This design comes from an exercise in tuning for small area and a short achievable clock period on the open sky130 flow, not from production work. In this exercise RTL edits were held to simulation tests only and were not proved equivalent to the original.

==> design/flow/design.v <==
module PPU (
    input clk,
    input rst,
    input i_en,
    input [31:0] data_in,
    input [11:0] scaling_factor,
    output logic [6:0] data_out,
    output logic valid,
    output logic [31:0] data_in_out
);
wire [11:0] s  = scaling_factor;
wire [11:0] sn = ~scaling_factor;
genvar i, k;
wire [12:0] oc;
assign oc[0] = 1'b1;
generate
    for (i = 0; i < 12; i = i + 1) begin : g_ov
        assign oc[i+1] = (data_in[6+i] & sn[i]) | ((data_in[6+i] | sn[i]) & oc[i]);
    end
endgenerate
wire ovf = (|data_in[30:18]) | oc[12];
wire [11:0] rem [0:6];
wire [5:0]  qq;
assign rem[6] = data_in[17:6];
generate
    for (k = 5; k >= 0; k = k - 1) begin : g_st
        wire [12:0] a = {rem[k+1], data_in[k]};
        wire [12:0] c;
        assign c[0] = 1'b1;
        for (i = 0; i < 12; i = i + 1) begin : g_b
            assign c[i+1] = (a[i] & sn[i]) | ((a[i] | sn[i]) & c[i]);
        end
        assign qq[k] = a[12] | c[12];
        assign rem[k] = a[11:0] ^ ({12{qq[k]}} & ~(s ^ c[11:0]));
    end
endgenerate
wire [12:0] rc;
wire [12:0] a2 = {rem[0], 1'b0};
assign rc[0] = 1'b1;
generate
    for (i = 0; i < 12; i = i + 1) begin : g_rn
        assign rc[i+1] = (a2[i] & sn[i]) | ((a2[i] | sn[i]) & rc[i]);
    end
endgenerate
wire rnd = a2[12] | rc[12];
wire [6:0] fval = ovf ? 7'd127 : ({1'b0, qq} + {6'd0, rnd});
always @(posedge clk) begin
    if (rst) begin
        valid <= 1'b0;
        data_out <= 7'd0;
        data_in_out <= 32'd0;
    end else begin
        valid <= i_en;
        data_out <= (i_en & ~data_in[31]) ? fval : 7'd0;
        data_in_out <= data_in;
    end
end
endmodule
==> design/flow/flow/run.sh <==
#!/bin/bash
# ORFS layout with two changes: synthesis maps the logic with our own ABC script
# (flow/abc_area.script, no gate sizing or buffering inside ABC), and the port buffers are
# made from the smallest buffer cell. Each step's full output goes to its own log file here.
set -o pipefail
mkdir -p synth_scripts
cp -r "$FLOW_HOME/scripts/." synth_scripts/
cp flow/abc_area.script synth_scripts/abc_area.script
bash standard.sh SCRIPTS_DIR="$PWD/synth_scripts" synth > synth_flow.log 2>&1 || exit 1
bash standard.sh BUFFER_PORTS_ARGS="-buffer_cell sky130_fd_sc_hd__buf_1" finish > layout_flow.log 2>&1
==> design/flow/flow/abc_area.script <==
strash
dc2
dch
map -B 0.9
topo
upsize -c
dnsize -c
==> design/flow/standard.sh <==
#!/bin/bash
# synth_recipe.tcl (not shown) runs the flow's synth.tcl, then flattens the netlist and writes it again
# the make line also repeats each setting of config.mk as NAME=value (left out here)
make -C /OpenROAD-flow-scripts/flow DESIGN_CONFIG=/design/flow/config.mk WORK_HOME=/design/flow/orfs CLKGATE_MAP_FILE= SYNTH_SCRIPT=/design/flow/synth_recipe.tcl "${@:-finish}"
==> design/flow/config.mk <==
export PLATFORM = sky130hd
export DESIGN_NAME = PPU
export DESIGN_NICKNAME = PPU
export VERILOG_FILES = /design/flow/design.v
export SDC_FILE = /design/flow/constraint.sdc
export NUM_CORES = 4
export LEC_CHECK = 0
export ABC_AREA = 1
export CAP_MARGIN = 20
export CORE_MARGIN = 2
export CORE_UTILIZATION = 40
export CTS_BUF_LIST = sky130_fd_sc_hd__clkbuf_8
export SLEW_MARGIN = 20
==> design/flow/constraint.sdc <==
create_clock -name core_clock -period 120.0 [get_ports {clk}]
set_input_delay 24.0000 -clock core_clock [delete_from_list [all_inputs] [get_ports {clk}]]
set_output_delay 24.0000 -clock core_clock [all_outputs]
set_load 0.01 [all_outputs]
==> flow_summary.json, run 1 <==
{
  "grt_pass1_vias": 4426,
  "hp-class": "in2reg",
  "dr.pass1.iters": 4,
  "initial_utilization_pct": 40.6,
  "dieHeight_um": 106,
  "die-area_um2": 11200,
  "die_x_um": 106,
  "num_antenna_cells": 0,
  "yosys.area.top_type": "nand2_1",
  "rsz0062_at_grt": "no",
  "ys_warn_count": 1,
  "drv_cap": 0,
  "detail-route-antenna-nets": 0,
  "ios": 87,
  "ys_types": 36,
  "max_slew.worst_pin.slew_ps": 857,
  "overflow": 0,
  "cts.clk_slew.worst_paths_ps": 70,
  "drv_slew": 0,
  "wire_per_inst_um": 11.4,
  "cp.required_ps": 120180,
  "cts-hold-fix-buffers": 0,
  "core_area_um2": 10200,
  "cts_max_path_buffers": 2,
  "syn_area_per_cell_um2": 6.00,
  "worst_slack_ps": 79680,
  "slew_headroom_pct": 42.9,
  "drt-met1-wl_mm": 5.09,
  "routed-via-count": 4625,
  "synth_commonest_cells": "nand2_1, nand3_1, clkinv_1",
  "vias_per_cell": 5.03,
  "fin_nets": 832,
  "fillerInstances": 1136,
  "grt_usage_pct": 19.5,
  "cts_resized": 0,
  "cts_root_buf": "clkbuf_8",
  "synth_top_area_share_pct": 20.2,
  "synth_area_leaders": "nand2_1, dfxtp_1, nand3_1",
  "synth_most_common_cell": "nand2_1",
  "crit_path_frequent_cell": "nand2_1",
  "met2WireLength_mm": 4.84,
  "fin_crit_ps": 40320,
  "drtIter0Drc": 207,
  "wl_met3_um": 489,
  "setup_viol": 0,
  "synthCells": 689,
  "row_count": 37,
  "slowest_stage": "buf_1",
  "netlist_area_um2": 4140,
  "antenna_found_initial": 0,
  "drc": 0,
  "wl_mm": 10.5,
  "path_max_fanout": 20,
  "ys_seq_elements": 40,
  "finalSetupTns_ps": 0,
  "critical_path_class": "in2reg",
  "async_flop_share_pct": 0,
  "status": "complete, no violations",
  "synth_flop_cell": "dfxtp_1",
  "cts_sinks": 40,
  "grt_pass1_wl_mm": 18.7,
  "max_stage_delay_ps": 620,
  "syn_nets": 738,
  "cts_tree": "yes",
  "final_hold_viol_count": 0,
  "endpoint_kind": "flip-flop",
  "htree_levels": 2,
  "highest_layer": "met4",
  "cts_setup_buffers": 0,
  "fin_crit_sh_pct": 33.6,
  "cp-start-kind": "input pin",
  "io_buffers": 86,
  "gp_congestion": 0.833,
  "cts_buffers": 5,
  "pre_cts_ws_ps": 79570,
  "place_hpwl_mm": 8.80,
  "cp.arrival_ps": 40500,
  "drive_above_1_share_pct": 7.40,
  "area_growth_pct": 14.7,
  "ys_seq_area_share_pct": 19.4,
  "clock.fmax_mhz": 24.8,
  "grt_max_degree": 34,
  "synth_edf_count": 0
}
-- per-layer routing --
metal	global-route usage [%]	vias to the layer above
li1	-	2421
met1	24.9	2091
met2	35.1	103
met3	2.54	10
met4	3.67	0
met5	0	-
-- logic make-up (layout without fill, tap and decap cells) --
family / count (synthesis) / count (layout) / synth area share [%]
buf+inv: 101 / 196 / 11.0
xor+xnor: 60 / 60 / 13.3
fa+ha+maj: 2 / 2 / 0.605
compound gates: 42 / 42 / 5.96
flops: 40 / 40 / 19.4
simple gates: 444 / 444 / 49.7
-- final cells by class --
cell class                      instances  area [µm²]  share of cell area [%]
Clock buffer                            5        68.8                    1.45
Clock inverter                          3        38.8                   0.818
Inverter                              101         454                    9.58
Multi-Input combinational cell        548        2880                    60.7
Sequential cell                        40         801                    16.9
Tap cell                              136         170                    3.59
Timing Repair Buffer                   87         330                    6.96
-- cells in the final DEF, fill, tap and decap left out, types with 5 or more instances in the layout --
| master | n |
|---|---|
| nand3_1 | 145 |
| inv_1 | 19 |
| inv_2 | 17 |
| a21oi_1 | 15 |
| o22ai_1 | 6 |
| nand2_2 | 6 |
| buf_1 | 86 |
| xnor2_1 | 6 |
| nand2_8 | 5 |
| nand3_2 | 7 |
| dfxtp_1 | 40 |
| o21ai_0 | 12 |
| clkbuf_8 | 5 |
| xor2_1 | 52 |
| clkinv_1 | 56 |
| nand2_1 | 222 |
| nor3_1 | 8 |
| nor2_1 | 38 |
-- sequential cells by signal (all words and copies together) (netlist names) --
name         count
valid            1
data_out         7
data_in_out     32
-- through the flow --
step	instances	hold WS [ps]	utilization (%)	instance area [µm²]
detailed placement	912	24200	45.5	4640
global route	920	23900	46.6	4740
finish	920	23900	46.6	4740
floorplan	689	24070	-	4140
global placement	912	24190	45.5	4640
CTS	920	23900	46.6	4740
-- critical path, delay by kind of cell --
family	cells	cell delay [ps]
simple gates	143	13360
xor+xnor	5	1260
buf+inv	7	1190
fa+ha+maj	2	420
compound gates	2	260
-- worst paths after layout --
check / slack [ps] / startpoint / cells after the start / end
max: 79680 / scaling_factor[0] / 159 / data_out[4]$_SDFF_PP0_
min: 23900 / i_en / 3 / valid$_SDFF_PP0_
==> inputs of run 2 (changes only) <==
--- a/design/flow/flow/run.sh
+++ b/design/flow/flow/run.sh
@@ -8,3 +8,3 @@
 cp flow/abc_area.script synth_scripts/abc_area.script
 bash standard.sh SCRIPTS_DIR="$PWD/synth_scripts" synth > synth_flow.log 2>&1 || exit 1
-bash standard.sh BUFFER_PORTS_ARGS="-buffer_cell sky130_fd_sc_hd__buf_1" finish > layout_flow.log 2>&1
+bash standard.sh BUFFER_PORTS_ARGS="-buffer_cell sky130_fd_sc_hd__buf_1" SETUP_SLACK_MARGIN=79 finish > layout_flow.log 2>&1
==> design/flow/flow/abc_area.script (replaced) <==
strash
dc2
dch
map -B 0.9
==> run 2 against run 1 <==
  * Still clean
  * Sequential cell count stayed put
  * Worst hold slack worse by 2.8 ps
  * Critical path depth is 5 lower
==> flow_summary.json, run 2 <==
{
  "grt_pass1_vias": 4297,
  "grt_pass1_wl_mm": 17.8,
  "io_buffers": 86,
  "fillerInstances": 945,
  "die_x_um": 102,
  "final_hold_viol_count": 0,
  "antenna_found_initial": 0,
  "critical_path_class": "in2reg",
  "syn_nets": 738,
  "ys_types": 23,
  "drv_slew": 0,
  "cp-start-kind": "input pin",
  "synth_most_common_cell": "nand2_1",
  "path_max_fanout": 10,
  "async_flop_share_pct": 0,
  "grt_usage_pct": 20.4,
  "cts-hold-fix-buffers": 0,
  "synth_area_leaders": "nand2_1, dfxtp_1, nand3_1",
  "syn_area_per_cell_um2": 5.63,
  "cts_max_path_buffers": 2,
  "final_area_um2": 5370,
  "htree_levels": 2,
  "layout_commonest_cell": "nand2_1",
  "cts.clk_slew.worst_paths_ps": 80,
  "synth_flop_cell": "dfxtp_1",
  "regMostFlops": "data_in_out",
  "netlist_area_um2": 3880,
  "num_antenna_cells": 0,
  "pre_cts_ws_ps": 77340,
  "drv_cap": 0,
  "overflow": 0,
  "die-area_um2": 10500,
  "dr.pass1.iters": 4,
  "largest_reg_flops": 32,
  "drive_above_1_share_pct": 25.7,
  "slew_headroom_pct": 56.5,
  "place_area_um2": 4370,
  "worst_slack_ps": 80550,
  "cp.arrival_ps": 39660,
  "regArea_um2": 801,
  "fin_crit_sh_pct": 32.9,
  "crit_path_frequent_cell": "nand2_1",
  "vias_per_cell": 5.16,
  "ys_seq_elements": 40,
  "holdWs_ps": 23890,
  "synthCells": 689,
  "layout_common_cells": "nand2_1, nand3_1, clkinv_1, buf_1, nand2_2",
  "endpoint_kind": "flip-flop",
  "clock.fmax_mhz": 25.4,
  "area_growth_pct": 38.4,
  "hp-class": "in2reg",
  "detail-route-antenna-nets": 0,
  "cts_root_buf": "clkbuf_8",
  "wl_mm": 12.0,
  "max_stage_delay_ps": 460,
  "setup_viol": 0,
  "place_hpwl_mm": 8.50,
  "cp_top_family": "simple AND/OR/NAND/NOR gates",
  "ios": 87,
  "yosys.area.top_type": "nand2_1",
  "fin_nets": 870,
  "cp_num_cells": 154,
  "fin_crit_ps": 39450,
  "synth_commonest_cells": "nand2_1, nand3_1, clkinv_1",
  "slowest_stage": "clkinv_1",
  "worstPathBufferInverterCount": 9,
  "core_area_um2": 9330,
  "grt_max_degree": 34,
  "dieHeight_um": 102,
  "wire_per_inst_um": 12.6,
  "gp_congestion": 0.835,
  "row_count": 35,
  "finalSetupTns_ps": 0,
  "cts_tree": "yes",
  "rsz0062_at_grt": "no",
  "max_slew.worst_pin.slew_ps": 652,
  "ys_seq_area_share_pct": 20.6,
  "startpoint": "scaling_factor[5]",
  "synth_edf_count": 0,
  "cts_sinks": 40,
  "status": "complete, no violations",
  "ys_warn_count": 1,
  "routed-via-count": 4907,
  "synth_top_area_share_pct": 22.7,
  "cp.required_ps": 120220,
  "top_regs": "data_in_out: 32 flops, data_out: 7 flops, valid: 1 flops",
  "multi_input_area_um2": 3310,
  "drtIter0Drc": 178,
  "drc": 0,
  "initial_utilization_pct": 41.6,
  "cts_buffers": 5,
  "cp-endpoint": "data_out[5]$_SDFF_PP0_"
}
## run 2: cell types whose count changed after synthesis, moves of 3 or more
cell,change
inv_2,-17
nand2_2,-6
nand2_1,+13
inv_4,-4
bufinv_8,-4
nand3_2,-7
clkinv_1,+45
inv_1,-18
nand3_1,+8
or2_2,+3
nand2_8,-5
## run 2: what timing repair did
action / in CTS / in global routing
setup buffers: 0 / 32
pin swaps: 0 / 61
gates cloned: 0 / 6
gates resized for setup: 10 / 165
endpoints found under the setup margin: 7 / 7
endpoints found under the hold margin: 0 / 0
## run 2: worst min-delay path by stage
stage                      startpoint                         end  slack [ps]  cells past startpoint
after floorplan                   rst  data_in_out[22]$_SDFF_PP0_       24070                      1
after global placement           i_en            valid$_SDFF_PP0_       24190                      3
after detailed placement         i_en            valid$_SDFF_PP0_       24200                      3
after CTS                        i_en            valid$_SDFF_PP0_       23880                      3
after global routing      data_in[22]  data_in_out[22]$_SDFF_PP0_       23890                      3
final                            i_en            valid$_SDFF_PP0_       23890                      3
## run 2: logic make-up after synthesis
family / synth area share (%)
xor gates and xnor gates: 13.5
and+or+nand+nor: 48.9
AOI/OAI and AO/OA: 6.45
DFF: 20.6
buffers and inverters: 9.77
adders and majority gates: 0.645
## run 2: metal layers
metal / track usage, % / wire [µm] / share of wire [%] / vias to the layer above
met3: 2.67 / 600 / 5.0 / 11
li1: - / - / - / 2497
met5: 0 / 0 / 0 / -
met1: 25.5 / 5420 / 45 / 2280
met4: 4.00 / 110 / 0.92 / 0
met2: 37.4 / 5830 / 49 / 119
## run 2: through the flow
| stage | utilization [%] | std cells |
|---|---|---|
| after floorplan | - | 689 |
| after global placement | 46.9 | 905 |
| after detailed placement | 46.9 | 905 |
| after CTS | 48.3 | 913 |
| after global routing | 57.5 | 951 |
| final | 57.5 | 951 |
## run 2: final cells by class
| cell class | count | share of cell area (%) |
|---|---|---|
| repair buffers | 119 | 11.1 |
| clock buffers | 5 | 1.28 |
| inverters | 101 | 7.30 |
| clock inverters | 3 | 0.793 |
| multi-input cells | 554 | 61.6 |
| well taps | 129 | 3.01 |
| flip-flops and latches | 40 | 14.9 |

separate check: timing with driven ports:
How much do the figures lean on ideal ports? The routed layouts below were timed once more, with nothing changed but the port constraints.
Step 1 assumes that a clkbuf_16 drives the clock port and a buf_2 every other input.
Step 2 also shifts input and output timing later by t, the mid clock arrival at the registers, as if the neighbouring blocks saw the same clock.
Slacks: no drivers / after step 1 / after step 2; pairs: no drivers / after step 1.
| run | shift t [ns] | setup WS [ns] | worst setup path at the end |
|---|---|---|---|
| run 1 | 0.312 | 79.679 / 79.681 / 79.369 | input to register |
| run 2 | 0.312 | 80.554 / 80.558 / 80.246 | input to register |
After both steps every run listed still meets setup and hold. The setup slack of run 1, which loses most, moves by +0.002 ns with the drivers and by -0.310 ns with both steps.
